Background: an optimization exercise with open tools, aiming at small area and a short achievable clock period. Do not read the settings as production practice.
The RTL was checked by simulation tests, not by an equivalence proof against the original design.
The flow treats the clock pin as an ideal source, which a real chip does not have.
Power is estimated from default activity; no workload was simulated.

--- flow/design.v ---
module addr_add(input [8:0] a, input [8:0] imm, output [6:0] y);
    wire pn1, gn2, tn4, pn6, gn7, tn9, pn11, gn12;
    wire tn15, pn17, gn18, tn21, pn23, gn24, tn27, pn29;
    wire gn30, tn33, pn35, gn36, tn39, pn41, gn42, tn45;
    wire pn47, gn48, g50, g52, p54, g56, p58, g60;
    wire p62, i64, g66, g68, i70, g72, p74, g76;
    wire p78, g80, i82, g84, g86, g88;
    c_nand2 u3(.a(a[0]), .b(imm[0]), .y(gn2));
    c_nor2 u5(.a(a[0]), .b(imm[0]), .y(tn4));
    c_nand2 u8(.a(a[1]), .b(imm[1]), .y(gn7));
    c_nor2 u10(.a(a[1]), .b(imm[1]), .y(tn9));
    c_xnor2 u13(.a(a[2]), .b(imm[2]), .y(pn11));
    c_nand2 u14(.a(a[2]), .b(imm[2]), .y(gn12));
    c_nor2 u16(.a(a[2]), .b(imm[2]), .y(tn15));
    c_xnor2 u19(.a(a[3]), .b(imm[3]), .y(pn17));
    c_nand2 u20(.a(a[3]), .b(imm[3]), .y(gn18));
    c_nor2 u22(.a(a[3]), .b(imm[3]), .y(tn21));
    c_xnor2 u25(.a(a[4]), .b(imm[4]), .y(pn23));
    c_nand2 u26(.a(a[4]), .b(imm[4]), .y(gn24));
    c_nor2 u28(.a(a[4]), .b(imm[4]), .y(tn27));
    c_xnor2 u31(.a(a[5]), .b(imm[5]), .y(pn29));
    c_nand2 u32(.a(a[5]), .b(imm[5]), .y(gn30));
    c_nor2 u34(.a(a[5]), .b(imm[5]), .y(tn33));
    c_xnor2 u37(.a(a[6]), .b(imm[6]), .y(pn35));
    c_nand2 u38(.a(a[6]), .b(imm[6]), .y(gn36));
    c_nor2 u40(.a(a[6]), .b(imm[6]), .y(tn39));
    c_xnor2 u43(.a(a[7]), .b(imm[7]), .y(pn41));
    c_nand2 u44(.a(a[7]), .b(imm[7]), .y(gn42));
    c_nor2 u46(.a(a[7]), .b(imm[7]), .y(tn45));
    c_xnor2 u49(.a(a[8]), .b(imm[8]), .y(pn47));
    c_o21ai u51(.a1(tn9), .a2(gn2), .b(gn7), .y(g50));
    c_o21ai u53(.a1(tn21), .a2(gn12), .b(gn18), .y(g52));
    c_nor2 u55(.a(tn21), .b(tn15), .y(p54));
    c_o21ai u57(.a1(tn33), .a2(gn24), .b(gn30), .y(g56));
    c_nor2 u59(.a(tn33), .b(tn27), .y(p58));
    c_o21ai u61(.a1(tn45), .a2(gn36), .b(gn42), .y(g60));
    c_nor2 u63(.a(tn45), .b(tn39), .y(p62));
    c_inv u65(.a(tn15), .y(i64));
    c_a21boi u67(.a1(i64), .a2(g50), .bn(gn12), .y(g66));
    c_a21oi u69(.a1(p54), .a2(g50), .b(g52), .y(g68));
    c_inv u71(.a(tn39), .y(i70));
    c_a21boi u73(.a1(i70), .a2(g56), .bn(gn36), .y(g72));
    c_nand2 u75(.a(i70), .b(p58), .y(p74));
    c_a21oi u77(.a1(p62), .a2(g56), .b(g60), .y(g76));
    c_nand2 u79(.a(p62), .b(p58), .y(p78));
    c_o21ai u81(.a1(tn27), .a2(g68), .b(gn24), .y(g80));
    c_inv u83(.a(p58), .y(i82));
    c_o21bai u85(.a1(i82), .a2(g68), .bn(g56), .y(g84));
    c_o21ai u87(.a1(p74), .a2(g68), .b(g72), .y(g86));
    c_o21ai u89(.a1(p78), .a2(g68), .b(g76), .y(g88));
    c_xnor2 u90(.a(pn11), .b(g50), .y(y[0]));
    c_xor2 u91(.a(pn17), .b(g66), .y(y[1]));
    c_xor2 u92(.a(pn23), .b(g68), .y(y[2]));
    c_xnor2 u93(.a(pn29), .b(g80), .y(y[3]));
    c_xnor2 u94(.a(pn35), .b(g84), .y(y[4]));
    c_xnor2 u95(.a(pn41), .b(g86), .y(y[5]));
    c_xnor2 u96(.a(pn47), .b(g88), .y(y[6]));
endmodule
module sh_level #(parameter K = 1, parameter INV = 0) (input [31:0] x, input l, n, r, output [31:0] y);
    genvar i;
    generate for (i = 0; i < 32; i = i + 1) begin : g
        wire xl = (i - K >= 0) ? x[(i - K) < 0 ? 0 : i - K] : (INV ? l : r);
        wire xr = (i + K <= 31) ? x[(i + K) > 31 ? 31 : i + K] : x[31];
        c_aoi222 u(.a1(l), .a2(xl), .b1(n), .b2(x[i]), .c1(r), .c2(xr), .y(y[i]));
    end endgenerate
endmodule
module alu_add(input [31:0] an, input [31:0] bn, input cin, output [31:0] sum, output eq,
               output [31:0] orr, output [31:0] xn);
    wire g65, g67, p69, g71, p73, g75, p77, g79;
    wire p81, g83, p85, g87, p89, g91, p93, g95;
    wire p97, g99, p101, g103, p105, g107, p109, g111;
    wire p113, g115, p117, g119, p121, g123, p125, g127;
    wire g129, p131, g133, p135, g137, p139, g141, p143;
    wire g145, p147, g149, p151, g153, p155, g157, g159;
    wire p161, g163, p165, g167, p169, g171, g173, p175;
    wire g177, i179, g181, i183, g185, g187, g189, i191;
    wire g193, g195, g197, g199, g201, i203, g205, g207;
    wire i209, g211, g213, g215, g217, g219, i221, g223;
    wire g225, g227, g229, i231, g233, g235, g237, g239;
    wire i241, g243, g245, e279, e281, e283, e285, e287;
    wire e289, e291, e293, e295, e297, e299, e301, e303;
    wire e305, e307, e309, e311, e313, e315, e317;
    c_xnor2 u1(.a(an[0]), .b(bn[0]), .y(xn[0]));
    c_nand2 u2(.a(an[0]), .b(bn[0]), .y(orr[0]));
    c_xnor2 u3(.a(an[1]), .b(bn[1]), .y(xn[1]));
    c_nand2 u4(.a(an[1]), .b(bn[1]), .y(orr[1]));
    c_xnor2 u5(.a(an[2]), .b(bn[2]), .y(xn[2]));
    c_nand2 u6(.a(an[2]), .b(bn[2]), .y(orr[2]));
    c_xnor2 u7(.a(an[3]), .b(bn[3]), .y(xn[3]));
    c_nand2 u8(.a(an[3]), .b(bn[3]), .y(orr[3]));
    c_xnor2 u9(.a(an[4]), .b(bn[4]), .y(xn[4]));
    c_nand2 u10(.a(an[4]), .b(bn[4]), .y(orr[4]));
    c_xnor2 u11(.a(an[5]), .b(bn[5]), .y(xn[5]));
    c_nand2 u12(.a(an[5]), .b(bn[5]), .y(orr[5]));
    c_xnor2 u13(.a(an[6]), .b(bn[6]), .y(xn[6]));
    c_nand2 u14(.a(an[6]), .b(bn[6]), .y(orr[6]));
    c_xnor2 u15(.a(an[7]), .b(bn[7]), .y(xn[7]));
    c_nand2 u16(.a(an[7]), .b(bn[7]), .y(orr[7]));
    c_xnor2 u17(.a(an[8]), .b(bn[8]), .y(xn[8]));
    c_nand2 u18(.a(an[8]), .b(bn[8]), .y(orr[8]));
    c_xnor2 u19(.a(an[9]), .b(bn[9]), .y(xn[9]));
    c_nand2 u20(.a(an[9]), .b(bn[9]), .y(orr[9]));
    c_xnor2 u21(.a(an[10]), .b(bn[10]), .y(xn[10]));
    c_nand2 u22(.a(an[10]), .b(bn[10]), .y(orr[10]));
    c_xnor2 u23(.a(an[11]), .b(bn[11]), .y(xn[11]));
    c_nand2 u24(.a(an[11]), .b(bn[11]), .y(orr[11]));
    c_xnor2 u25(.a(an[12]), .b(bn[12]), .y(xn[12]));
    c_nand2 u26(.a(an[12]), .b(bn[12]), .y(orr[12]));
    c_xnor2 u27(.a(an[13]), .b(bn[13]), .y(xn[13]));
    c_nand2 u28(.a(an[13]), .b(bn[13]), .y(orr[13]));
    c_xnor2 u29(.a(an[14]), .b(bn[14]), .y(xn[14]));
    c_nand2 u30(.a(an[14]), .b(bn[14]), .y(orr[14]));
    c_xnor2 u31(.a(an[15]), .b(bn[15]), .y(xn[15]));
    c_nand2 u32(.a(an[15]), .b(bn[15]), .y(orr[15]));
    c_xnor2 u33(.a(an[16]), .b(bn[16]), .y(xn[16]));
    c_nand2 u34(.a(an[16]), .b(bn[16]), .y(orr[16]));
    c_xnor2 u35(.a(an[17]), .b(bn[17]), .y(xn[17]));
    c_nand2 u36(.a(an[17]), .b(bn[17]), .y(orr[17]));
    c_xnor2 u37(.a(an[18]), .b(bn[18]), .y(xn[18]));
    c_nand2 u38(.a(an[18]), .b(bn[18]), .y(orr[18]));
    c_xnor2 u39(.a(an[19]), .b(bn[19]), .y(xn[19]));
    c_nand2 u40(.a(an[19]), .b(bn[19]), .y(orr[19]));
    c_xnor2 u41(.a(an[20]), .b(bn[20]), .y(xn[20]));
    c_nand2 u42(.a(an[20]), .b(bn[20]), .y(orr[20]));
    c_xnor2 u43(.a(an[21]), .b(bn[21]), .y(xn[21]));
    c_nand2 u44(.a(an[21]), .b(bn[21]), .y(orr[21]));
    c_xnor2 u45(.a(an[22]), .b(bn[22]), .y(xn[22]));
    c_nand2 u46(.a(an[22]), .b(bn[22]), .y(orr[22]));
    c_xnor2 u47(.a(an[23]), .b(bn[23]), .y(xn[23]));
    c_nand2 u48(.a(an[23]), .b(bn[23]), .y(orr[23]));
    c_xnor2 u49(.a(an[24]), .b(bn[24]), .y(xn[24]));
    c_nand2 u50(.a(an[24]), .b(bn[24]), .y(orr[24]));
    c_xnor2 u51(.a(an[25]), .b(bn[25]), .y(xn[25]));
    c_nand2 u52(.a(an[25]), .b(bn[25]), .y(orr[25]));
    c_xnor2 u53(.a(an[26]), .b(bn[26]), .y(xn[26]));
    c_nand2 u54(.a(an[26]), .b(bn[26]), .y(orr[26]));
    c_xnor2 u55(.a(an[27]), .b(bn[27]), .y(xn[27]));
    c_nand2 u56(.a(an[27]), .b(bn[27]), .y(orr[27]));
    c_xnor2 u57(.a(an[28]), .b(bn[28]), .y(xn[28]));
    c_nand2 u58(.a(an[28]), .b(bn[28]), .y(orr[28]));
    c_xnor2 u59(.a(an[29]), .b(bn[29]), .y(xn[29]));
    c_nand2 u60(.a(an[29]), .b(bn[29]), .y(orr[29]));
    c_xnor2 u61(.a(an[30]), .b(bn[30]), .y(xn[30]));
    c_nand2 u62(.a(an[30]), .b(bn[30]), .y(orr[30]));
    c_xnor2 u63(.a(an[31]), .b(bn[31]), .y(xn[31]));
    c_nand2 u64(.a(an[31]), .b(bn[31]), .y(orr[31]));
    c_o21ai u66(.a1(xn[0]), .a2(cin), .b(orr[0]), .y(g65));
    c_o21ai u68(.a1(xn[2]), .a2(orr[1]), .b(orr[2]), .y(g67));
    c_nor2 u70(.a(xn[2]), .b(xn[1]), .y(p69));
    c_o21ai u72(.a1(xn[4]), .a2(orr[3]), .b(orr[4]), .y(g71));
    c_nor2 u74(.a(xn[4]), .b(xn[3]), .y(p73));
    c_o21ai u76(.a1(xn[6]), .a2(orr[5]), .b(orr[6]), .y(g75));
    c_nor2 u78(.a(xn[6]), .b(xn[5]), .y(p77));
    c_o21ai u80(.a1(xn[8]), .a2(orr[7]), .b(orr[8]), .y(g79));
    c_nor2 u82(.a(xn[8]), .b(xn[7]), .y(p81));
    c_o21ai u84(.a1(xn[10]), .a2(orr[9]), .b(orr[10]), .y(g83));
    c_nor2 u86(.a(xn[10]), .b(xn[9]), .y(p85));
    c_o21ai u88(.a1(xn[12]), .a2(orr[11]), .b(orr[12]), .y(g87));
    c_nor2 u90(.a(xn[12]), .b(xn[11]), .y(p89));
    c_o21ai u92(.a1(xn[14]), .a2(orr[13]), .b(orr[14]), .y(g91));
    c_nor2 u94(.a(xn[14]), .b(xn[13]), .y(p93));
    c_o21ai u96(.a1(xn[16]), .a2(orr[15]), .b(orr[16]), .y(g95));
    c_nor2 u98(.a(xn[16]), .b(xn[15]), .y(p97));
    c_o21ai u100(.a1(xn[18]), .a2(orr[17]), .b(orr[18]), .y(g99));
    c_nor2 u102(.a(xn[18]), .b(xn[17]), .y(p101));
    c_o21ai u104(.a1(xn[20]), .a2(orr[19]), .b(orr[20]), .y(g103));
    c_nor2 u106(.a(xn[20]), .b(xn[19]), .y(p105));
    c_o21ai u108(.a1(xn[22]), .a2(orr[21]), .b(orr[22]), .y(g107));
    c_nor2 u110(.a(xn[22]), .b(xn[21]), .y(p109));
    c_o21ai u112(.a1(xn[24]), .a2(orr[23]), .b(orr[24]), .y(g111));
    c_nor2 u114(.a(xn[24]), .b(xn[23]), .y(p113));
    c_o21ai u116(.a1(xn[26]), .a2(orr[25]), .b(orr[26]), .y(g115));
    c_nor2 u118(.a(xn[26]), .b(xn[25]), .y(p117));
    c_o21ai u120(.a1(xn[28]), .a2(orr[27]), .b(orr[28]), .y(g119));
    c_nor2 u122(.a(xn[28]), .b(xn[27]), .y(p121));
    c_o21ai u124(.a1(xn[30]), .a2(orr[29]), .b(orr[30]), .y(g123));
    c_nor2 u126(.a(xn[30]), .b(xn[29]), .y(p125));
    c_a21oi u128(.a1(p69), .a2(g65), .b(g67), .y(g127));
    c_a21oi u130(.a1(p77), .a2(g71), .b(g75), .y(g129));
    c_nand2 u132(.a(p77), .b(p73), .y(p131));
    c_a21oi u134(.a1(p85), .a2(g79), .b(g83), .y(g133));
    c_nand2 u136(.a(p85), .b(p81), .y(p135));
    c_a21oi u138(.a1(p93), .a2(g87), .b(g91), .y(g137));
    c_nand2 u140(.a(p93), .b(p89), .y(p139));
    c_a21oi u142(.a1(p101), .a2(g95), .b(g99), .y(g141));
    c_nand2 u144(.a(p101), .b(p97), .y(p143));
    c_a21oi u146(.a1(p109), .a2(g103), .b(g107), .y(g145));
    c_nand2 u148(.a(p109), .b(p105), .y(p147));
    c_a21oi u150(.a1(p117), .a2(g111), .b(g115), .y(g149));
    c_nand2 u152(.a(p117), .b(p113), .y(p151));
    c_a21oi u154(.a1(p125), .a2(g119), .b(g123), .y(g153));
    c_nand2 u156(.a(p125), .b(p121), .y(p155));
    c_o21ai u158(.a1(p131), .a2(g127), .b(g129), .y(g157));
    c_o21ai u160(.a1(p139), .a2(g133), .b(g137), .y(g159));
    c_nor2 u162(.a(p139), .b(p135), .y(p161));
    c_o21ai u164(.a1(p147), .a2(g141), .b(g145), .y(g163));
    c_nor2 u166(.a(p147), .b(p143), .y(p165));
    c_o21ai u168(.a1(p155), .a2(g149), .b(g153), .y(g167));
    c_nor2 u170(.a(p155), .b(p151), .y(p169));
    c_a21oi u172(.a1(p161), .a2(g157), .b(g159), .y(g171));
    c_a21oi u174(.a1(p169), .a2(g163), .b(g167), .y(g173));
    c_nand2 u176(.a(p169), .b(p165), .y(p175));
    c_o21ai u178(.a1(p175), .a2(g171), .b(g173), .y(g177));
    c_inv u180(.a(g171), .y(i179));
    c_a21oi u182(.a1(p165), .a2(i179), .b(g163), .y(g181));
    c_inv u184(.a(g157), .y(i183));
    c_o21ai u186(.a1(p135), .a2(i183), .b(g133), .y(g185));
    c_o21ai u188(.a1(p143), .a2(g171), .b(g141), .y(g187));
    c_o21ai u190(.a1(p151), .a2(g181), .b(g149), .y(g189));
    c_inv u192(.a(g127), .y(i191));
    c_a21oi u194(.a1(p73), .a2(i191), .b(g71), .y(g193));
    c_a21oi u196(.a1(p81), .a2(g157), .b(g79), .y(g195));
    c_a21oi u198(.a1(p89), .a2(g185), .b(g87), .y(g197));
    c_a21oi u200(.a1(p97), .a2(i179), .b(g95), .y(g199));
    c_a21oi u202(.a1(p105), .a2(g187), .b(g103), .y(g201));
    c_inv u204(.a(g181), .y(i203));
    c_a21oi u206(.a1(p113), .a2(i203), .b(g111), .y(g205));
    c_a21oi u208(.a1(p121), .a2(g189), .b(g119), .y(g207));
    c_inv u210(.a(g65), .y(i209));
    c_o21ai u212(.a1(xn[1]), .a2(i209), .b(orr[1]), .y(g211));
    c_o21ai u214(.a1(xn[3]), .a2(g127), .b(orr[3]), .y(g213));
    c_o21ai u216(.a1(xn[5]), .a2(g193), .b(orr[5]), .y(g215));
    c_o21ai u218(.a1(xn[7]), .a2(i183), .b(orr[7]), .y(g217));
    c_o21ai u220(.a1(xn[9]), .a2(g195), .b(orr[9]), .y(g219));
    c_inv u222(.a(g185), .y(i221));
    c_o21ai u224(.a1(xn[11]), .a2(i221), .b(orr[11]), .y(g223));
    c_o21ai u226(.a1(xn[13]), .a2(g197), .b(orr[13]), .y(g225));
    c_o21ai u228(.a1(xn[15]), .a2(g171), .b(orr[15]), .y(g227));
    c_o21ai u230(.a1(xn[17]), .a2(g199), .b(orr[17]), .y(g229));
    c_inv u232(.a(g187), .y(i231));
    c_o21ai u234(.a1(xn[19]), .a2(i231), .b(orr[19]), .y(g233));
    c_o21ai u236(.a1(xn[21]), .a2(g201), .b(orr[21]), .y(g235));
    c_o21ai u238(.a1(xn[23]), .a2(g181), .b(orr[23]), .y(g237));
    c_o21ai u240(.a1(xn[25]), .a2(g205), .b(orr[25]), .y(g239));
    c_inv u242(.a(g189), .y(i241));
    c_o21ai u244(.a1(xn[27]), .a2(i241), .b(orr[27]), .y(g243));
    c_o21ai u246(.a1(xn[29]), .a2(g207), .b(orr[29]), .y(g245));
    c_xnor2 u247(.a(xn[0]), .b(cin), .y(sum[0]));
    c_xor2 u248(.a(xn[1]), .b(g65), .y(sum[1]));
    c_xor2 u249(.a(xn[2]), .b(g211), .y(sum[2]));
    c_xnor2 u250(.a(xn[3]), .b(g127), .y(sum[3]));
    c_xor2 u251(.a(xn[4]), .b(g213), .y(sum[4]));
    c_xnor2 u252(.a(xn[5]), .b(g193), .y(sum[5]));
    c_xor2 u253(.a(xn[6]), .b(g215), .y(sum[6]));
    c_xor2 u254(.a(xn[7]), .b(g157), .y(sum[7]));
    c_xor2 u255(.a(xn[8]), .b(g217), .y(sum[8]));
    c_xnor2 u256(.a(xn[9]), .b(g195), .y(sum[9]));
    c_xor2 u257(.a(xn[10]), .b(g219), .y(sum[10]));
    c_xor2 u258(.a(xn[11]), .b(g185), .y(sum[11]));
    c_xor2 u259(.a(xn[12]), .b(g223), .y(sum[12]));
    c_xnor2 u260(.a(xn[13]), .b(g197), .y(sum[13]));
    c_xor2 u261(.a(xn[14]), .b(g225), .y(sum[14]));
    c_xnor2 u262(.a(xn[15]), .b(g171), .y(sum[15]));
    c_xor2 u263(.a(xn[16]), .b(g227), .y(sum[16]));
    c_xnor2 u264(.a(xn[17]), .b(g199), .y(sum[17]));
    c_xor2 u265(.a(xn[18]), .b(g229), .y(sum[18]));
    c_xor2 u266(.a(xn[19]), .b(g187), .y(sum[19]));
    c_xor2 u267(.a(xn[20]), .b(g233), .y(sum[20]));
    c_xnor2 u268(.a(xn[21]), .b(g201), .y(sum[21]));
    c_xor2 u269(.a(xn[22]), .b(g235), .y(sum[22]));
    c_xnor2 u270(.a(xn[23]), .b(g181), .y(sum[23]));
    c_xor2 u271(.a(xn[24]), .b(g237), .y(sum[24]));
    c_xnor2 u272(.a(xn[25]), .b(g205), .y(sum[25]));
    c_xor2 u273(.a(xn[26]), .b(g239), .y(sum[26]));
    c_xor2 u274(.a(xn[27]), .b(g189), .y(sum[27]));
    c_xor2 u275(.a(xn[28]), .b(g243), .y(sum[28]));
    c_xnor2 u276(.a(xn[29]), .b(g207), .y(sum[29]));
    c_xor2 u277(.a(xn[30]), .b(g245), .y(sum[30]));
    c_xor2 u278(.a(xn[31]), .b(g177), .y(sum[31]));
    c_nor2 u280(.a(xn[0]), .b(xn[1]), .y(e279));
    c_nor2 u282(.a(xn[2]), .b(xn[3]), .y(e281));
    c_nor2 u284(.a(xn[4]), .b(xn[5]), .y(e283));
    c_nor2 u286(.a(xn[6]), .b(xn[7]), .y(e285));
    c_nor2 u288(.a(xn[8]), .b(xn[9]), .y(e287));
    c_nor2 u290(.a(xn[10]), .b(xn[11]), .y(e289));
    c_nor2 u292(.a(xn[12]), .b(xn[13]), .y(e291));
    c_nor2 u294(.a(xn[14]), .b(xn[15]), .y(e293));
    c_nor2 u296(.a(xn[16]), .b(xn[17]), .y(e295));
    c_nor2 u298(.a(xn[18]), .b(xn[19]), .y(e297));
    c_nor2 u300(.a(xn[20]), .b(xn[21]), .y(e299));
    c_nor2 u302(.a(xn[22]), .b(xn[23]), .y(e301));
    c_nor2 u304(.a(xn[24]), .b(xn[25]), .y(e303));
    c_nor2 u306(.a(xn[26]), .b(xn[27]), .y(e305));
    c_nor2 u308(.a(xn[28]), .b(xn[29]), .y(e307));
    c_nor2 u310(.a(xn[30]), .b(xn[31]), .y(e309));
    c_nand4 u312(.a(e279), .b(e281), .c(e283), .d(e285), .y(e311));
    c_nand4 u314(.a(e287), .b(e289), .c(e291), .d(e293), .y(e313));
    c_nand4 u316(.a(e295), .b(e297), .c(e299), .d(e301), .y(e315));
    c_nand4 u318(.a(e303), .b(e305), .c(e307), .d(e309), .y(e317));
    c_nor4 u319(.a(e311), .b(e313), .c(e315), .d(e317), .y(eq));
endmodule
module c_inv(input a, output y);            assign y = ~a;                              endmodule
module c_buf(input a, output y);            assign y = a;                               endmodule
module c_nand2(input a, b, output y);       assign y = ~(a & b);                        endmodule
module c_nor2(input a, b, output y);        assign y = ~(a | b);                        endmodule
module c_nand3(input a, b, c, output y);    assign y = ~(a & b & c);                    endmodule
module c_nor3(input a, b, c, output y);     assign y = ~(a | b | c);                    endmodule
module c_nand4(input a, b, c, d, output y); assign y = ~(a & b & c & d);                endmodule
module c_nor4(input a, b, c, d, output y);  assign y = ~(a | b | c | d);                endmodule
module c_xor2(input a, b, output y);        assign y = a ^ b;                           endmodule
module c_xnor2(input a, b, output y);       assign y = ~(a ^ b);                        endmodule
module c_a21oi(input a1, a2, b, output y);  assign y = ~((a1 & a2) | b);                endmodule
module c_o21ai(input a1, a2, b, output y);  assign y = ~((a1 | a2) & b);                endmodule
module c_a21boi(input a1, a2, bn, output y); assign y = ~((a1 & a2) | ~bn);             endmodule
module c_o21bai(input a1, a2, bn, output y); assign y = ~((a1 | a2) & ~bn);             endmodule
module c_ao22(input a1, a2, b1, b2, output y);  assign y = (a1 & a2) | (b1 & b2);       endmodule
module c_aoi22(input a1, a2, b1, b2, output y); assign y = ~((a1 & a2) | (b1 & b2));    endmodule
module c_aoi222(input a1, a2, b1, b2, c1, c2, output y);
    assign y = ~((a1 & a2) | (b1 & b2) | (c1 & c2));
endmodule
module c_o21a(input a1, a2, b, output y);   assign y = (a1 | a2) & b;                   endmodule
module c_ha(input a, b, output s, co);      assign s = a ^ b; assign co = a & b;        endmodule
module rf_rdbit(input [31:1] s, input [31:1] d, output y);
    wire [1:0] q;
    rf_rdq u(.s(s), .d(d), .q(q));
    c_nand2 r(.a(q[0]), .b(q[1]), .y(y));
endmodule
module rf_rdbit2(input [31:1] s, input [31:1] d, output ya, output yb);
    wire [1:0] q;
    rf_rdq u(.s(s), .d(d), .q(q));
    c_nand2 ra(.a(q[0]), .b(q[1]), .y(ya));
    c_nand2 rb(.a(q[0]), .b(q[1]), .y(yb));
endmodule
module rf_rdq(input [31:1] s, input [31:1] d, output [1:0] q);
    wire [10:0] t;
    wire [4:0]  o;
    genvar k;
    generate for (k = 0; k < 10; k = k + 1) begin : g
        c_aoi222 u(.a1(s[3*k+1]), .a2(d[3*k+1]), .b1(s[3*k+2]), .b2(d[3*k+2]),
                   .c1(s[3*k+3]), .c2(d[3*k+3]), .y(t[k]));
    end endgenerate
    c_nand2 u10(.a(s[31]), .b(d[31]), .y(t[10]));
    generate for (k = 0; k < 4; k = k + 1) begin : h
        c_nand2 u(.a(t[2*k]), .b(t[2*k+1]), .y(o[k]));
    end endgenerate
    c_nand3 n4(.a(t[8]), .b(t[9]), .c(t[10]), .y(o[4]));
    c_nor3  q0(.a(o[0]), .b(o[1]), .c(o[2]), .y(q[0]));
    c_nor2  q1(.a(o[3]), .b(o[4]), .y(q[1]));
endmodule
module rf_rdbit_fast(input [31:1] s, input [31:1] d, output ya, output yb);
    wire [31:1] t;
    wire [7:0]  o;
    wire [3:0]  q;
    genvar k;
    generate for (k = 1; k < 32; k = k + 1) begin : g
        c_nand2 u(.a(s[k]), .b(d[k]), .y(t[k]));
    end endgenerate
    generate for (k = 0; k < 7; k = k + 1) begin : h
        c_nand4 u(.a(t[4*k+1]), .b(t[4*k+2]), .c(t[4*k+3]), .d(t[4*k+4]), .y(o[k]));
    end endgenerate
    c_nand3 n7(.a(t[29]), .b(t[30]), .c(t[31]), .y(o[7]));
    generate for (k = 0; k < 4; k = k + 1) begin : m
        c_nor2 u(.a(o[2*k]), .b(o[2*k+1]), .y(q[k]));
    end endgenerate
    c_nand4 ra(.a(q[0]), .b(q[1]), .c(q[2]), .d(q[3]), .y(ya));
    c_nand4 rb(.a(q[0]), .b(q[1]), .c(q[2]), .d(q[3]), .y(yb));
endmodule
module rf_dec(input [4:0] a, output [31:1] s);
    genvar i;
    generate for (i = 1; i < 32; i = i + 1) begin : g
        assign s[i] = (a == i);
    end endgenerate
endmodule
module pc_inc(input [29:0] pc, output [29:0] y);
    wire [29:0] c;
    c_inv i0(.a(pc[0]), .y(y[0]));
    assign c[1] = pc[0];
    genvar i;
    generate for (i = 1; i < 29; i = i + 1) begin : g
        c_ha h(.a(pc[i]), .b(c[i]), .s(y[i]), .co(c[i+1]));
    end endgenerate
    c_xor2 x29(.a(pc[29]), .b(c[29]), .y(y[29]));
endmodule
module pc_br_add(input [29:0] pc, input [15:0] imm, output [29:0] y);
    wire pn1, gn2, pn5, gn6, pn9, gn10, pn13, gn14;
    wire pn17, gn18, pn21, gn22, pn25, gn26, pn29, gn30;
    wire pn33, gn34, pn37, gn38, pn41, gn42, pn45, gn46;
    wire pn49, gn50, pn53, gn54, pn57, gn58, pn61, gn62;
    wire pn65, gn66, pn69, gn70, pn73, gn74, pn77, gn78;
    wire pn81, gn82, pn85, gn86, pn89, gn90, pn93, gn94;
    wire pn97, gn98, pn101, gn102, pn105, gn106, pn109, gn110;
    wire pn113, gn114, pn117, gn118, g120, g122, p124, g126;
    wire p128, g130, p132, g134, p136, g138, p140, g142;
    wire p144, g146, p148, g150, p152, g154, p156, g158;
    wire p160, g162, p164, g166, p168, g170, p172, g174;
    wire g176, p178, g180, p182, g184, p186, g188, p190;
    wire g192, p194, g196, p198, g200, g202, p204, g206;
    wire p208, g210, i212, g214, i216, g218, g220, g222;
    wire i224, g226, g228, g230, g232, g234, i236, g238;
    wire i240, g242, g244, g246, g248, g250, i252, g254;
    wire g256, g258, g260, i262, g264, g266, g268, g270;
    wire i272, g274;
    c_xnor2 u3(.a(pc[0]), .b(imm[0]), .y(y[0]));
    c_nor2 u4(.a(pc[0]), .b(imm[0]), .y(gn2));
    c_xnor2 u7(.a(pc[1]), .b(imm[1]), .y(pn5));
    c_nand2 u8(.a(pc[1]), .b(imm[1]), .y(gn6));
    c_xnor2 u11(.a(pc[2]), .b(imm[2]), .y(pn9));
    c_nand2 u12(.a(pc[2]), .b(imm[2]), .y(gn10));
    c_xnor2 u15(.a(pc[3]), .b(imm[3]), .y(pn13));
    c_nand2 u16(.a(pc[3]), .b(imm[3]), .y(gn14));
    c_xnor2 u19(.a(pc[4]), .b(imm[4]), .y(pn17));
    c_nand2 u20(.a(pc[4]), .b(imm[4]), .y(gn18));
    c_xnor2 u23(.a(pc[5]), .b(imm[5]), .y(pn21));
    c_nand2 u24(.a(pc[5]), .b(imm[5]), .y(gn22));
    c_xnor2 u27(.a(pc[6]), .b(imm[6]), .y(pn25));
    c_nand2 u28(.a(pc[6]), .b(imm[6]), .y(gn26));
    c_xnor2 u31(.a(pc[7]), .b(imm[7]), .y(pn29));
    c_nand2 u32(.a(pc[7]), .b(imm[7]), .y(gn30));
    c_xnor2 u35(.a(pc[8]), .b(imm[8]), .y(pn33));
    c_nand2 u36(.a(pc[8]), .b(imm[8]), .y(gn34));
    c_xnor2 u39(.a(pc[9]), .b(imm[9]), .y(pn37));
    c_nand2 u40(.a(pc[9]), .b(imm[9]), .y(gn38));
    c_xnor2 u43(.a(pc[10]), .b(imm[10]), .y(pn41));
    c_nand2 u44(.a(pc[10]), .b(imm[10]), .y(gn42));
    c_xnor2 u47(.a(pc[11]), .b(imm[11]), .y(pn45));
    c_nand2 u48(.a(pc[11]), .b(imm[11]), .y(gn46));
    c_xnor2 u51(.a(pc[12]), .b(imm[12]), .y(pn49));
    c_nand2 u52(.a(pc[12]), .b(imm[12]), .y(gn50));
    c_xnor2 u55(.a(pc[13]), .b(imm[13]), .y(pn53));
    c_nand2 u56(.a(pc[13]), .b(imm[13]), .y(gn54));
    c_xnor2 u59(.a(pc[14]), .b(imm[14]), .y(pn57));
    c_nand2 u60(.a(pc[14]), .b(imm[14]), .y(gn58));
    c_xnor2 u63(.a(pc[15]), .b(imm[15]), .y(pn61));
    c_nand2 u64(.a(pc[15]), .b(imm[15]), .y(gn62));
    c_xnor2 u67(.a(pc[16]), .b(imm[15]), .y(pn65));
    c_nand2 u68(.a(pc[16]), .b(imm[15]), .y(gn66));
    c_xnor2 u71(.a(pc[17]), .b(imm[15]), .y(pn69));
    c_nand2 u72(.a(pc[17]), .b(imm[15]), .y(gn70));
    c_xnor2 u75(.a(pc[18]), .b(imm[15]), .y(pn73));
    c_nand2 u76(.a(pc[18]), .b(imm[15]), .y(gn74));
    c_xnor2 u79(.a(pc[19]), .b(imm[15]), .y(pn77));
    c_nand2 u80(.a(pc[19]), .b(imm[15]), .y(gn78));
    c_xnor2 u83(.a(pc[20]), .b(imm[15]), .y(pn81));
    c_nand2 u84(.a(pc[20]), .b(imm[15]), .y(gn82));
    c_xnor2 u87(.a(pc[21]), .b(imm[15]), .y(pn85));
    c_nand2 u88(.a(pc[21]), .b(imm[15]), .y(gn86));
    c_xnor2 u91(.a(pc[22]), .b(imm[15]), .y(pn89));
    c_nand2 u92(.a(pc[22]), .b(imm[15]), .y(gn90));
    c_xnor2 u95(.a(pc[23]), .b(imm[15]), .y(pn93));
    c_nand2 u96(.a(pc[23]), .b(imm[15]), .y(gn94));
    c_xnor2 u99(.a(pc[24]), .b(imm[15]), .y(pn97));
    c_nand2 u100(.a(pc[24]), .b(imm[15]), .y(gn98));
    c_xnor2 u103(.a(pc[25]), .b(imm[15]), .y(pn101));
    c_nand2 u104(.a(pc[25]), .b(imm[15]), .y(gn102));
    c_xnor2 u107(.a(pc[26]), .b(imm[15]), .y(pn105));
    c_nand2 u108(.a(pc[26]), .b(imm[15]), .y(gn106));
    c_xnor2 u111(.a(pc[27]), .b(imm[15]), .y(pn109));
    c_nand2 u112(.a(pc[27]), .b(imm[15]), .y(gn110));
    c_xnor2 u115(.a(pc[28]), .b(imm[15]), .y(pn113));
    c_nand2 u116(.a(pc[28]), .b(imm[15]), .y(gn114));
    c_xnor2 u119(.a(pc[29]), .b(imm[15]), .y(pn117));
    c_o21ai u121(.a1(pn5), .a2(gn2), .b(gn6), .y(g120));
    c_o21ai u123(.a1(pn13), .a2(gn10), .b(gn14), .y(g122));
    c_nor2 u125(.a(pn13), .b(pn9), .y(p124));
    c_o21ai u127(.a1(pn21), .a2(gn18), .b(gn22), .y(g126));
    c_nor2 u129(.a(pn21), .b(pn17), .y(p128));
    c_o21ai u131(.a1(pn29), .a2(gn26), .b(gn30), .y(g130));
    c_nor2 u133(.a(pn29), .b(pn25), .y(p132));
    c_o21ai u135(.a1(pn37), .a2(gn34), .b(gn38), .y(g134));
    c_nor2 u137(.a(pn37), .b(pn33), .y(p136));
    c_o21ai u139(.a1(pn45), .a2(gn42), .b(gn46), .y(g138));
    c_nor2 u141(.a(pn45), .b(pn41), .y(p140));
    c_o21ai u143(.a1(pn53), .a2(gn50), .b(gn54), .y(g142));
    c_nor2 u145(.a(pn53), .b(pn49), .y(p144));
    c_o21ai u147(.a1(pn61), .a2(gn58), .b(gn62), .y(g146));
    c_nor2 u149(.a(pn61), .b(pn57), .y(p148));
    c_o21ai u151(.a1(pn69), .a2(gn66), .b(gn70), .y(g150));
    c_nor2 u153(.a(pn69), .b(pn65), .y(p152));
    c_o21ai u155(.a1(pn77), .a2(gn74), .b(gn78), .y(g154));
    c_nor2 u157(.a(pn77), .b(pn73), .y(p156));
    c_o21ai u159(.a1(pn85), .a2(gn82), .b(gn86), .y(g158));
    c_nor2 u161(.a(pn85), .b(pn81), .y(p160));
    c_o21ai u163(.a1(pn93), .a2(gn90), .b(gn94), .y(g162));
    c_nor2 u165(.a(pn93), .b(pn89), .y(p164));
    c_o21ai u167(.a1(pn101), .a2(gn98), .b(gn102), .y(g166));
    c_nor2 u169(.a(pn101), .b(pn97), .y(p168));
    c_o21ai u171(.a1(pn109), .a2(gn106), .b(gn110), .y(g170));
    c_nor2 u173(.a(pn109), .b(pn105), .y(p172));
    c_a21oi u175(.a1(p124), .a2(g120), .b(g122), .y(g174));
    c_a21oi u177(.a1(p132), .a2(g126), .b(g130), .y(g176));
    c_nand2 u179(.a(p132), .b(p128), .y(p178));
    c_a21oi u181(.a1(p140), .a2(g134), .b(g138), .y(g180));
    c_nand2 u183(.a(p140), .b(p136), .y(p182));
    c_a21oi u185(.a1(p148), .a2(g142), .b(g146), .y(g184));
    c_nand2 u187(.a(p148), .b(p144), .y(p186));
    c_a21oi u189(.a1(p156), .a2(g150), .b(g154), .y(g188));
    c_nand2 u191(.a(p156), .b(p152), .y(p190));
    c_a21oi u193(.a1(p164), .a2(g158), .b(g162), .y(g192));
    c_nand2 u195(.a(p164), .b(p160), .y(p194));
    c_a21oi u197(.a1(p172), .a2(g166), .b(g170), .y(g196));
    c_nand2 u199(.a(p172), .b(p168), .y(p198));
    c_o21ai u201(.a1(p178), .a2(g174), .b(g176), .y(g200));
    c_o21ai u203(.a1(p186), .a2(g180), .b(g184), .y(g202));
    c_nor2 u205(.a(p186), .b(p182), .y(p204));
    c_o21ai u207(.a1(p194), .a2(g188), .b(g192), .y(g206));
    c_nor2 u209(.a(p194), .b(p190), .y(p208));
    c_a21oi u211(.a1(p204), .a2(g200), .b(g202), .y(g210));
    c_inv u213(.a(g210), .y(i212));
    c_a21oi u215(.a1(p208), .a2(i212), .b(g206), .y(g214));
    c_inv u217(.a(g200), .y(i216));
    c_o21ai u219(.a1(p182), .a2(i216), .b(g180), .y(g218));
    c_o21ai u221(.a1(p190), .a2(g210), .b(g188), .y(g220));
    c_o21ai u223(.a1(p198), .a2(g214), .b(g196), .y(g222));
    c_inv u225(.a(g174), .y(i224));
    c_a21oi u227(.a1(p128), .a2(i224), .b(g126), .y(g226));
    c_a21oi u229(.a1(p136), .a2(g200), .b(g134), .y(g228));
    c_a21oi u231(.a1(p144), .a2(g218), .b(g142), .y(g230));
    c_a21oi u233(.a1(p152), .a2(i212), .b(g150), .y(g232));
    c_a21oi u235(.a1(p160), .a2(g220), .b(g158), .y(g234));
    c_inv u237(.a(g214), .y(i236));
    c_a21oi u239(.a1(p168), .a2(i236), .b(g166), .y(g238));
    c_inv u241(.a(g120), .y(i240));
    c_o21ai u243(.a1(pn9), .a2(i240), .b(gn10), .y(g242));
    c_o21ai u245(.a1(pn17), .a2(g174), .b(gn18), .y(g244));
    c_o21ai u247(.a1(pn25), .a2(g226), .b(gn26), .y(g246));
    c_o21ai u249(.a1(pn33), .a2(i216), .b(gn34), .y(g248));
    c_o21ai u251(.a1(pn41), .a2(g228), .b(gn42), .y(g250));
    c_inv u253(.a(g218), .y(i252));
    c_o21ai u255(.a1(pn49), .a2(i252), .b(gn50), .y(g254));
    c_o21ai u257(.a1(pn57), .a2(g230), .b(gn58), .y(g256));
    c_o21ai u259(.a1(pn65), .a2(g210), .b(gn66), .y(g258));
    c_o21ai u261(.a1(pn73), .a2(g232), .b(gn74), .y(g260));
    c_inv u263(.a(g220), .y(i262));
    c_o21ai u265(.a1(pn81), .a2(i262), .b(gn82), .y(g264));
    c_o21ai u267(.a1(pn89), .a2(g234), .b(gn90), .y(g266));
    c_o21ai u269(.a1(pn97), .a2(g214), .b(gn98), .y(g268));
    c_o21ai u271(.a1(pn105), .a2(g238), .b(gn106), .y(g270));
    c_inv u273(.a(g222), .y(i272));
    c_o21ai u275(.a1(pn113), .a2(i272), .b(gn114), .y(g274));
    c_xor2 u276(.a(pn5), .b(gn2), .y(y[1]));
    c_xnor2 u277(.a(pn9), .b(g120), .y(y[2]));
    c_xnor2 u278(.a(pn13), .b(g242), .y(y[3]));
    c_xor2 u279(.a(pn17), .b(g174), .y(y[4]));
    c_xnor2 u280(.a(pn21), .b(g244), .y(y[5]));
    c_xor2 u281(.a(pn25), .b(g226), .y(y[6]));
    c_xnor2 u282(.a(pn29), .b(g246), .y(y[7]));
    c_xnor2 u283(.a(pn33), .b(g200), .y(y[8]));
    c_xnor2 u284(.a(pn37), .b(g248), .y(y[9]));
    c_xor2 u285(.a(pn41), .b(g228), .y(y[10]));
    c_xnor2 u286(.a(pn45), .b(g250), .y(y[11]));
    c_xnor2 u287(.a(pn49), .b(g218), .y(y[12]));
    c_xnor2 u288(.a(pn53), .b(g254), .y(y[13]));
    c_xor2 u289(.a(pn57), .b(g230), .y(y[14]));
    c_xnor2 u290(.a(pn61), .b(g256), .y(y[15]));
    c_xor2 u291(.a(pn65), .b(g210), .y(y[16]));
    c_xnor2 u292(.a(pn69), .b(g258), .y(y[17]));
    c_xor2 u293(.a(pn73), .b(g232), .y(y[18]));
    c_xnor2 u294(.a(pn77), .b(g260), .y(y[19]));
    c_xnor2 u295(.a(pn81), .b(g220), .y(y[20]));
    c_xnor2 u296(.a(pn85), .b(g264), .y(y[21]));
    c_xor2 u297(.a(pn89), .b(g234), .y(y[22]));
    c_xnor2 u298(.a(pn93), .b(g266), .y(y[23]));
    c_xor2 u299(.a(pn97), .b(g214), .y(y[24]));
    c_xnor2 u300(.a(pn101), .b(g268), .y(y[25]));
    c_xor2 u301(.a(pn105), .b(g238), .y(y[26]));
    c_xnor2 u302(.a(pn109), .b(g270), .y(y[27]));
    c_xnor2 u303(.a(pn113), .b(g222), .y(y[28]));
    c_xnor2 u304(.a(pn117), .b(g274), .y(y[29]));
endmodule
module SingleCycleMIPS(
    clk,
    rst_n,
    IR_addr,
    IR,
    ReadDataMem,
    CEN,
    WEN,
    A,
    Data2Mem,
    OEN
);
    input         clk, rst_n;
    input  [31:0] IR;
    output [31:0] IR_addr;
    input  [31:0] ReadDataMem;
    output        CEN;
    output        WEN;
    output [6:0]  A;
    output [31:0] Data2Mem;
    output        OEN;
    wire [5:0]  op     = IR[31:26];
    wire [4:0]  rs     = IR[25:21];
    wire [4:0]  rt     = IR[20:16];
    wire [4:0]  rd     = IR[15:11];
    wire [4:0]  shamt  = IR[10:6];
    wire [5:0]  funct  = IR[5:0];
    wire [31:0] se     = {{16{IR[15]}}, IR[15:0]};
    wire rtype   = ~(op[5] | op[3] | op[2] | op[1]);
    wire is_sw   = op[5] & op[3];
    wire is_lw   = op[5] & ~op[3];
    wire is_addi = ~op[5] & op[3];
    wire is_br   = ~op[5] & op[2];        
    wire is_jmp  = ~op[5] & op[1];        
    wire is_jal  = is_jmp & op[0];
    wire use_imm = op[5] | op[3];         
    wire f_sll   = ~funct[1];             
    wire f_jr    = rtype & ~funct[5] & funct[3];
    wire s_add   = is_addi | (rtype & funct[5] & ~funct[3] & ~funct[2]);   
    wire s_log   = rtype & funct[5] & ~funct[3] & funct[2];                
    wire s_slt   = rtype & funct[5] & funct[3];
    wire s_sh    = rtype & ~funct[5] & ~funct[3];                          
    wire s_neg   = is_br | (rtype & funct[5] & funct[1]);                  
    wire s_pos   = ~use_imm & ~s_neg;
    wire reg_we  = rtype | is_lw | is_addi | is_jal;
    wire [4:0] wa = is_jal ? 5'd31 : (rtype ? rd : rt);
    reg  [31:0] r [1:31];
    wire [31:0] wd;
    wire [31:0] rd1, rd1n, rd2, rd2n;
    wire [8:0]  rd1a;            
    wire [31:1] s1, s1f, s2, we, wen;
    rf_dec d1 (.a(rs), .s(s1));
    rf_dec d1f(.a(rs), .s(s1f));
    rf_dec d2 (.a(rt), .s(s2));
    genvar i, j;
    generate for (i = 1; i < 32; i = i + 1) begin : g_sel
        assign we[i]  = (reg_we & (wa == i)) | ~rst_n;
        assign wen[i] = ~we[i];
    end endgenerate
    generate for (j = 0; j < 32; j = j + 1) begin : g_bit
        wire [31:1] col;
        for (i = 1; i < 32; i = i + 1) begin : g_w
            wire dn;
            assign col[i] = r[i][j];
            c_ao22 h(.a1(we[i]), .a2((i < 16) ? wd[j] : wdb[j]), .b1(wen[i]), .b2(r[i][j]), .y(dn));
            always @(posedge clk) r[i][j] <= dn;
        end
        if (j < 9) begin : g_fast
            rf_rdbit_fast p1(.s(s1f), .d(col), .ya(rd1a[j]), .yb(rd1[j]));
            c_inv         i1(.a(rd1[j]), .y(rd1n[j]));
        end else begin : g_slow
            rf_rdbit      p1(.s(s1), .d(col), .y(rd1[j]));
            c_inv         i1(.a(rd1[j]), .y(rd1n[j]));
        end
        rf_rdbit2 p2(.s(s2), .d(col), .ya(Data2Mem[j]), .yb(rd2[j]));
        c_inv     i2(.a(rd2[j]), .y(rd2n[j]));
    end endgenerate
    wire [31:0] bn, sum, orr, xn;
    wire        eq;
    generate for (j = 0; j < 32; j = j + 1) begin : g_b
        c_aoi222 u(.a1(use_imm), .a2(se[j]), .b1(s_pos), .b2(rd2[j]), .c1(s_neg), .c2(rd2n[j]), .y(bn[j]));
    end endgenerate
    alu_add u_add(.an(rd1n), .bn(bn), .cin(s_neg), .sum(sum), .eq(eq), .orr(orr), .xn(xn));
    wire lt = (rd1[31] ^ rd2[31]) ? rd1[31] : sum[31];
    wire [4:0] shl, shn, shr;
    generate for (j = 0; j < 5; j = j + 1) begin : g_shs
        assign shl[j] = f_sll & shamt[j];
        assign shr[j] = ~f_sll & shamt[j];
        assign shn[j] = ~shamt[j];
    end endgenerate
    wire [31:0] x16n, x8, x4n, x2;
    sh_level #(16, 0) u_sh16(.x(rd2),  .l(shl[4]), .n(shn[4]), .r(shr[4]), .y(x16n));
    sh_level #(8, 1)  u_sh8 (.x(x16n), .l(shl[3]), .n(shn[3]), .r(shr[3]), .y(x8));
    sh_level #(4, 0)  u_sh4 (.x(x8),   .l(shl[2]), .n(shn[2]), .r(shr[2]), .y(x4n));
    sh_level #(2, 1)  u_sh2 (.x(x4n),  .l(shl[1]), .n(shn[1]), .r(shr[1]), .y(x2));
    wire sl1 = rst_n & s_sh & shl[0];
    wire sr1 = rst_n & s_sh & shr[0];
    wire sn1 = rst_n & s_sh & shn[0];
    wire w_add = rst_n & s_add;
    wire w_log = rst_n & s_log;
    wire w_jal = rst_n & is_jal;
    wire w_lw  = rst_n & is_lw;
    wire w_slt = rst_n & s_slt;
    wire [29:0] pc1;
    wire [31:0] wdb;
    generate for (j = 0; j < 32; j = j + 1) begin : g_wb
        wire lg, t1, t2, t3;
        wire xl = (j >= 1)  ? x2[(j >= 1)  ? j - 1 : 0] : sr1;    
        wire xr = (j <= 30) ? x2[(j <= 30) ? j + 1 : 0] : x2[31];
        c_o21a   m (.a1(funct[0]), .a2(xn[j]), .b(orr[j]), .y(lg));
        c_aoi222 a1(.a1(w_add), .a2(sum[j]), .b1(w_log), .b2(lg), .c1(sn1), .c2(x2[j]), .y(t1));
        if (j < 30) begin : g_pc
            c_aoi222 a2(.a1(sl1), .a2(xl), .b1(sr1), .b2(xr), .c1(w_jal), .c2(pc1[j]), .y(t2));
        end else begin : g_nopc
            c_aoi22  a2(.a1(sl1), .a2(xl), .b1(sr1), .b2(xr), .y(t2));
        end
        c_nand2  a3(.a(w_lw), .b(ReadDataMem[j]), .y(t3));
        if (j == 0) begin : g_slt
            wire t4;
            c_nand2 a4(.a(w_slt), .b(lt), .y(t4));
            c_nand4 o (.a(t1), .b(t2), .c(t3), .d(t4), .y(wd[j]));
            c_nand4 ob(.a(t1), .b(t2), .c(t3), .d(t4), .y(wdb[j]));
        end else begin : g_o
            c_nand3 o (.a(t1), .b(t2), .c(t3), .y(wd[j]));
            c_nand3 ob(.a(t1), .b(t2), .c(t3), .y(wdb[j]));
        end
    end endgenerate
    reg  [29:0] pc;
    wire [29:0] pcb, pcd;
    pc_inc    u_inc(.pc(pc), .y(pc1));
    pc_br_add u_br (.pc(pc), .imm(IR[15:0]), .y(pcb));
    wire [29:0] pcj = {pc1[29:26], IR[25:0]};
    wire taken  = is_br & (eq ^ op[0]);
    wire p_jr   = rst_n & f_jr;
    wire p_j    = rst_n & is_jmp;
    wire p_br   = rst_n & taken;
    wire p_seq  = rst_n & ~f_jr & ~is_jmp & ~taken;
    generate for (j = 0; j < 30; j = j + 1) begin : g_pc
        wire u, w;
        c_aoi222 a(.a1(p_jr), .a2(rd1[j]), .b1(p_j), .b2(pcj[j]), .c1(p_br), .c2(pcb[j]), .y(u));
        c_nand2  b(.a(p_seq), .b(pc1[j]), .y(w));
        c_nand2  o(.a(u), .b(w), .y(pcd[j]));
    end endgenerate
    always @(posedge clk) pc <= pcd;
    assign IR_addr  = {pc, 2'b00};
    assign CEN      = ~op[5];
    assign WEN      = ~is_sw;
    assign OEN      = ~is_lw;
    addr_add u_a(.a(rd1a), .imm(IR[8:0]), .y(A));
endmodule
--- flow/flow/run.sh ---
#!/bin/bash
# Own layout flow: the standard flow (standard.sh, unchanged synthesis)
# with stronger timing repair (a larger setup margin, more repair passes and,
# after global routing, downsizing of gates with slack to spare followed by a
# second repair; see hooks.tcl), plain buffers on the ports and a clock tree
# without dummy loads. Each tool's output goes to the ORFS logs under
# orfs/logs/; make's own output goes to standard.log.
set -euo pipefail
cd "$(dirname "$0")/.."
HOOKS="$PWD/flow/hooks.tcl"
bash standard.sh \
  MATCH_CELL_FOOTPRINT=0 \
  SETUP_SLACK_MARGIN=8.5 \
  RECOVER_POWER=100 \
  "BUFFER_PORTS_ARGS=-buffer_cell sky130_fd_sc_hd__buf_2" \
  "CTS_ARGS=-sink_clustering_enable -repair_clock_nets -dont_use_dummy_load -sink_clustering_size 28 -sink_clustering_max_diameter 90" \
  "PRE_FLOORPLAN_TCL=$HOOKS" "PRE_CTS_TCL=$HOOKS" "PRE_GLOBAL_ROUTE_TCL=$HOOKS" \
  finish > standard.log 2>&1
--- flow/flow/hooks.tcl ---
# Sourced before the floorplan, CTS and global-route steps: the same timing
# repair as ORFS's repair_timing_helper, with more repair passes.
proc repair_timing_helper { args } {
  set additional_args {}
  append_env_var additional_args SETUP_SLACK_MARGIN -setup_margin 1
  append_env_var additional_args HOLD_SLACK_MARGIN -hold_margin 1
  append_env_var additional_args SETUP_MOVE_SEQUENCE -sequence 1
  append_env_var additional_args TNS_END_PERCENT -repair_tns 1
  append_env_var additional_args SKIP_PIN_SWAP -skip_pin_swap 0
  append_env_var additional_args SKIP_GATE_CLONING -skip_gate_cloning 0
  append_env_var additional_args SKIP_BUFFER_REMOVAL -skip_buffer_removal 0
  append_env_var additional_args SKIP_LAST_GASP -skip_last_gasp 0
  append_env_var additional_args SKIP_VT_SWAP -skip_vt_swap 0
  append_env_var additional_args SKIP_CRIT_VT_SWAP -skip_crit_vt_swap 0
  append_env_var additional_args MATCH_CELL_FOOTPRINT -match_cell_footprint 0
  lappend additional_args -max_passes 200
  lappend additional_args {*}$args -verbose
  log_cmd repair_timing {*}$additional_args
}

# In the global-route step, after its timing repair: downsize the gates that
# have slack to spare (recover_power), then repair timing again and legalize.
proc recover_power_helper { } {
  if { $::env(RECOVER_POWER) == 0 } {
    return
  }
  log_cmd repair_timing -recover_power $::env(RECOVER_POWER) \
    -setup_margin $::env(SETUP_SLACK_MARGIN) -verbose
  log_cmd estimate_parasitics -global_routing
  repair_timing_helper
  log_cmd detailed_placement
  check_placement -verbose
}
--- flow/standard.sh ---
#!/bin/bash
# synth_recipe.tcl (not shown) runs the flow's synth.tcl, then flattens the netlist and writes it again
# the make line also repeats each setting of config.mk as NAME=value (left out here)
make -C /OpenROAD-flow-scripts/flow DESIGN_CONFIG=/design/flow/config.mk WORK_HOME=/design/flow/orfs CLKGATE_MAP_FILE= SYNTH_SCRIPT=/design/flow/synth_recipe.tcl "${@:-finish}"
--- flow/config.mk ---
export PLATFORM = sky130hd
export DESIGN_NAME = SingleCycleMIPS
export DESIGN_NICKNAME = SingleCycleMIPS
export VERILOG_FILES = /design/flow/design.v
export SDC_FILE = /design/flow/constraint.sdc
export NUM_CORES = 8
export LEC_CHECK = 0
export CAP_MARGIN = 20
export CORE_MARGIN = 2
export CORE_UTILIZATION = 55
export PLACE_DENSITY = 0.65
export SLEW_MARGIN = 20
export SYNTH_HIERARCHICAL = 1
--- flow/constraint.sdc ---
create_clock -name core_clock -period 18.0 [get_ports {clk}]
set_input_delay 3.6000 -clock core_clock [delete_from_list [all_inputs] [get_ports {clk}]]
set_output_delay 3.6000 -clock core_clock [all_outputs]
set_load 0.01 [all_outputs]
==> run notes <==
[through the flow]
step | cell area, um^2 | worst slack, ps
after floorplan | 47420 | 8785
after global placement | 51120 | 7382
after detailed placement | 51140 | 7366
after CTS | 53330 | 8452
after global routing | 54030 | 8361
final | 54030 | 8407
[placed cells by master, fill, tap and decap left out, types with 91 or more instances in the layout]
| master | synthesis | routed |
|---|---|---|
| inv_1 | 92 | 91 |
| dfxtp_1 | 1022 | 1022 |
| a222oi_1 | 802 | 802 |
| nand2_1 | 830 | 816 |
| a22o_1 | 992 | 992 |
| xnor2_1 | 104 | 103 |
| nor2_2 | 0 | 95 |
| buf_4 | 6 | 194 |
| nor2_1 | 264 | 116 |
| nand3_1 | 130 | 104 |
[final cells by class]
cell class                      instances  area (um^2)
Sequential cell                      1022        20460
Fill cell                            7165        31250
Clock buffer                           46         1151
Inverter                               92        345.3
Multi-Input combinational cell       3623        28030
Timing Repair Buffer                  367         2604
Tap cell                             1144         1431
Antenna cell                            3        7.507
[critical path, delay by kind of cell]
family	cells	cell delay, ps
AND/OR/NAND/NOR	7	1370
AO/OA/AOI/OAI	3	480
buffers and inverters	3	400
XOR/XNOR	1	130
[modules after synthesis (local to each module, per instance), excerpt]
module,cells,cell area (um^2),flops+latches
c_ao22,1,8.758,0
c_aoi222,1,10.01,0
c_nor4,1,12.51,0
c_o21bai,1,7.507,0
c_inv,1,3.754,0
c_xor2,1,8.758,0
c_a21boi,1,11.26,0
c_ha,1,12.51,0
c_aoi22,1,12.51,0
[state kept, by name (all words and copies together), names as in the netlist]
register  flops
pc           30
r           992
[power by group]
group / switching (mW) / internal (mW) / leakage, nW
Sequential: 0.276 / 2.60 / 8.40
Clock: 0.725 / 0.459 / 0.567
Combinational: 0.857 / 0.522 / 12.5
[repair_timing]
item,4_1_cts,5_1_grt
buffers inserted,42,28
endpoints found under the setup margin,352,714
gates cloned,5,2
pin swaps,39,103
hold buffers,0,0
gates resized for setup,170,225
[cells by family after synthesis]
kind of cell,share of synthesized area (%)
AO/OA/AOI/OAI,38.94
AND/OR/NAND/NOR,13.24
multiplexers,0.1900
adder cells (fa/ha/maj),0.7389
buffers and inverters,1.161
flip-flops,43.15
XOR/XNOR,2.568
other,0.007909
[routing by layer]
layer / GRT usage [%] / part of all wire (%) / vias to the layer above
met5: 0 / 0.14 / -
met4: 18.04 / 4.9 / 14
met3: 12.92 / 16 / 610
met2: 66.27 / 42 / 4260
met1: 61.15 / 37 / 23950
li1: - / - / 21100
[worst paths after layout]
check              to  depth (start not counted)
min          r[5][21]                          1
min reg2reg  r[5][21]                          1
max reg2reg  r[1][29]                         32
max              A[4]                         14
==> run_results.csv <==
group,metric,value,unit
run_status,status,"finished clean",
timing,slew_headroom,22.81,%
logic_synthesis,synth_most_common_cell,"dfxtp_1",
clocking,cts_made_buffers,46,
route,via_per_inst,7.929,
route,postRouteAntennaNets,0,
timing,tns,0,ps
place,io_buffers,136,
clocking,clk_pin_slew,40,ps
route,num_vias,49930,
power_and_ir_drop,power.leakage,21.43,nW
critical_path,crit_path_start,"IR[21]",
clocking,cts_tree,"built",
grt,antenna_found_initial,9,
logic_synthesis,yosys.area.top_type,"dfxtp_1",
clocking,clock_latency,680,ps
logic_synthesis,yosysWarnings,9,
timing,skew,110.8,ps
floorplan,die-width,297.6,um
critical_path,start_kind,"primary input",
critical_path,critPathCaptureType,"output pin",
power_and_ir_drop,p_per_area,100.7,nW/um^2
critical_path,critical_path_class,"primary input to output pin",
place,routabilityCongestion,1.045,
timing,slew_violations,0,
final_layout,fin_cells,6297,
timing,hold_viol_final,0,
critical_path,r2r_setup_slack,10230,ps
logic_synthesis,synthTopCellsByArea,"dfxtp_1 43%, a22o_1 18%, a222oi_1 17%",
critical_path,max_stage_delay,520,ps
logic_synthesis,synth_area,47420,um^2
timing,finalCritPeriodShare,53.29,%
logic_synthesis,syn_inst,4772,
critical_path,crit_path_max_fanout,9,
final_layout,nNetsFinal,5246,
logic_synthesis,async_flop_share,0,%
floorplan,die_area,88570,um^2
grt,grt_pass1_vias,44670,
critical_path,rr_startpoint,"pc[1]",
power_and_ir_drop,design_power_total,5.443,mW
timing,grt_setup_unrepaired,"true",
grt,grt-ovfl-total,0,
logic_synthesis,yosysTopAreaCellShare,43.15,%
logic_synthesis,synth-main-ff-cell,"dfxtp_1",
final_layout,area_delta_synth_final,13.94,%
floorplan,die_height,297.6,um
logic_synthesis,ys_seq_area_share,43.15,%
logic_synthesis,synth_edf_count,0,
timing,holdWs,494.4,ps
floorplan,ios,140,
critical_path,required,14400,ps
floorplan,core-area,85280,um^2
timing,finalCriticalPeriod,9593,ps
hold_path,worstHoldPathType,"flop to flop",
logic_synthesis,yosys-top-cells-count,"1,022 x dfxtp_1, 992 x a22o_1, 830 x nand2_1, 802 x a222oi_1, 264 x nor2_1",
timing,setup_viol,0,
route,wl_per_cell,33.55,um
run,cap_violations,0,
grt,grt_use_total,44.78,%
route,firstDrtPassIters,23,
grt,grt_first_pass_wirelength,303800,um
critical_path,slowest_stage,"or3b_4",
final_layout,final_layout_size_suffix_gt1_share,13.92,%
grt,grt_max_degree,66,
floorplan,initial_core_util,55.60,%
logic_synthesis,avgSynthCellArea,9.936,um^2
floorplan,row_count,107,
critical_path,cp.arrival,5990,ps
power_and_ir_drop,ir_worst_vdd,0.08380,mV
logic_synthesis,synth_seq_cells,1022,
place,dp_cells,6170,
clocking,cts.sinks,1022,
route,drt_iter0_markers,11780,
hold_path,holdCritStartpoint,"r[5][21]",
logic_synthesis,synth_cell_types,49,
critical_path,crit_chain,"buf_16 > or3b_4 > nor2_4 > nand2_1 > nand4_1 > nor2_1 > nand4_1 > nand2_1 > o21ai_2 > a21oi_2 > buf_6 > o21bai_1 > xnor2_1 > buf_2",
final_layout,utilization,63.35,%
place,place_hpwl,137700,um
route,routed_wl,211300,um
timing,timing.fmax,104.2,MHz
timing,tightest_slew,1158,ps
route,drc_errors,0,

==> port drivers added, routing unchanged <==
Ports are ideal in the flow. The routed layout listed here was re-timed in OpenROAD.
Step 1 sets driving cells, clkbuf_16 on the clock port and buf_2 on the other inputs (assumed; they add their load-dependent delay and slew).
Step 2, shift: input delay + t, output delay - t, t = (earliest + latest rising clock arrival at the registers) / 2. This alone moves slack from input paths to output paths.
Slacks: ideal ports / drivers / drivers and shift; pairs: ideal ports / drivers.
shift t [ns]: 0.697
slack for setup (ns): 8.407 / 8.316 / 7.961
worst setup path after step 2: input to register
pins driven straight from the clock port: 1
After both steps this run still meets setup and hold. The setup slack of this run moves by -0.091 ns with the drivers and by -0.446 ns with both steps.
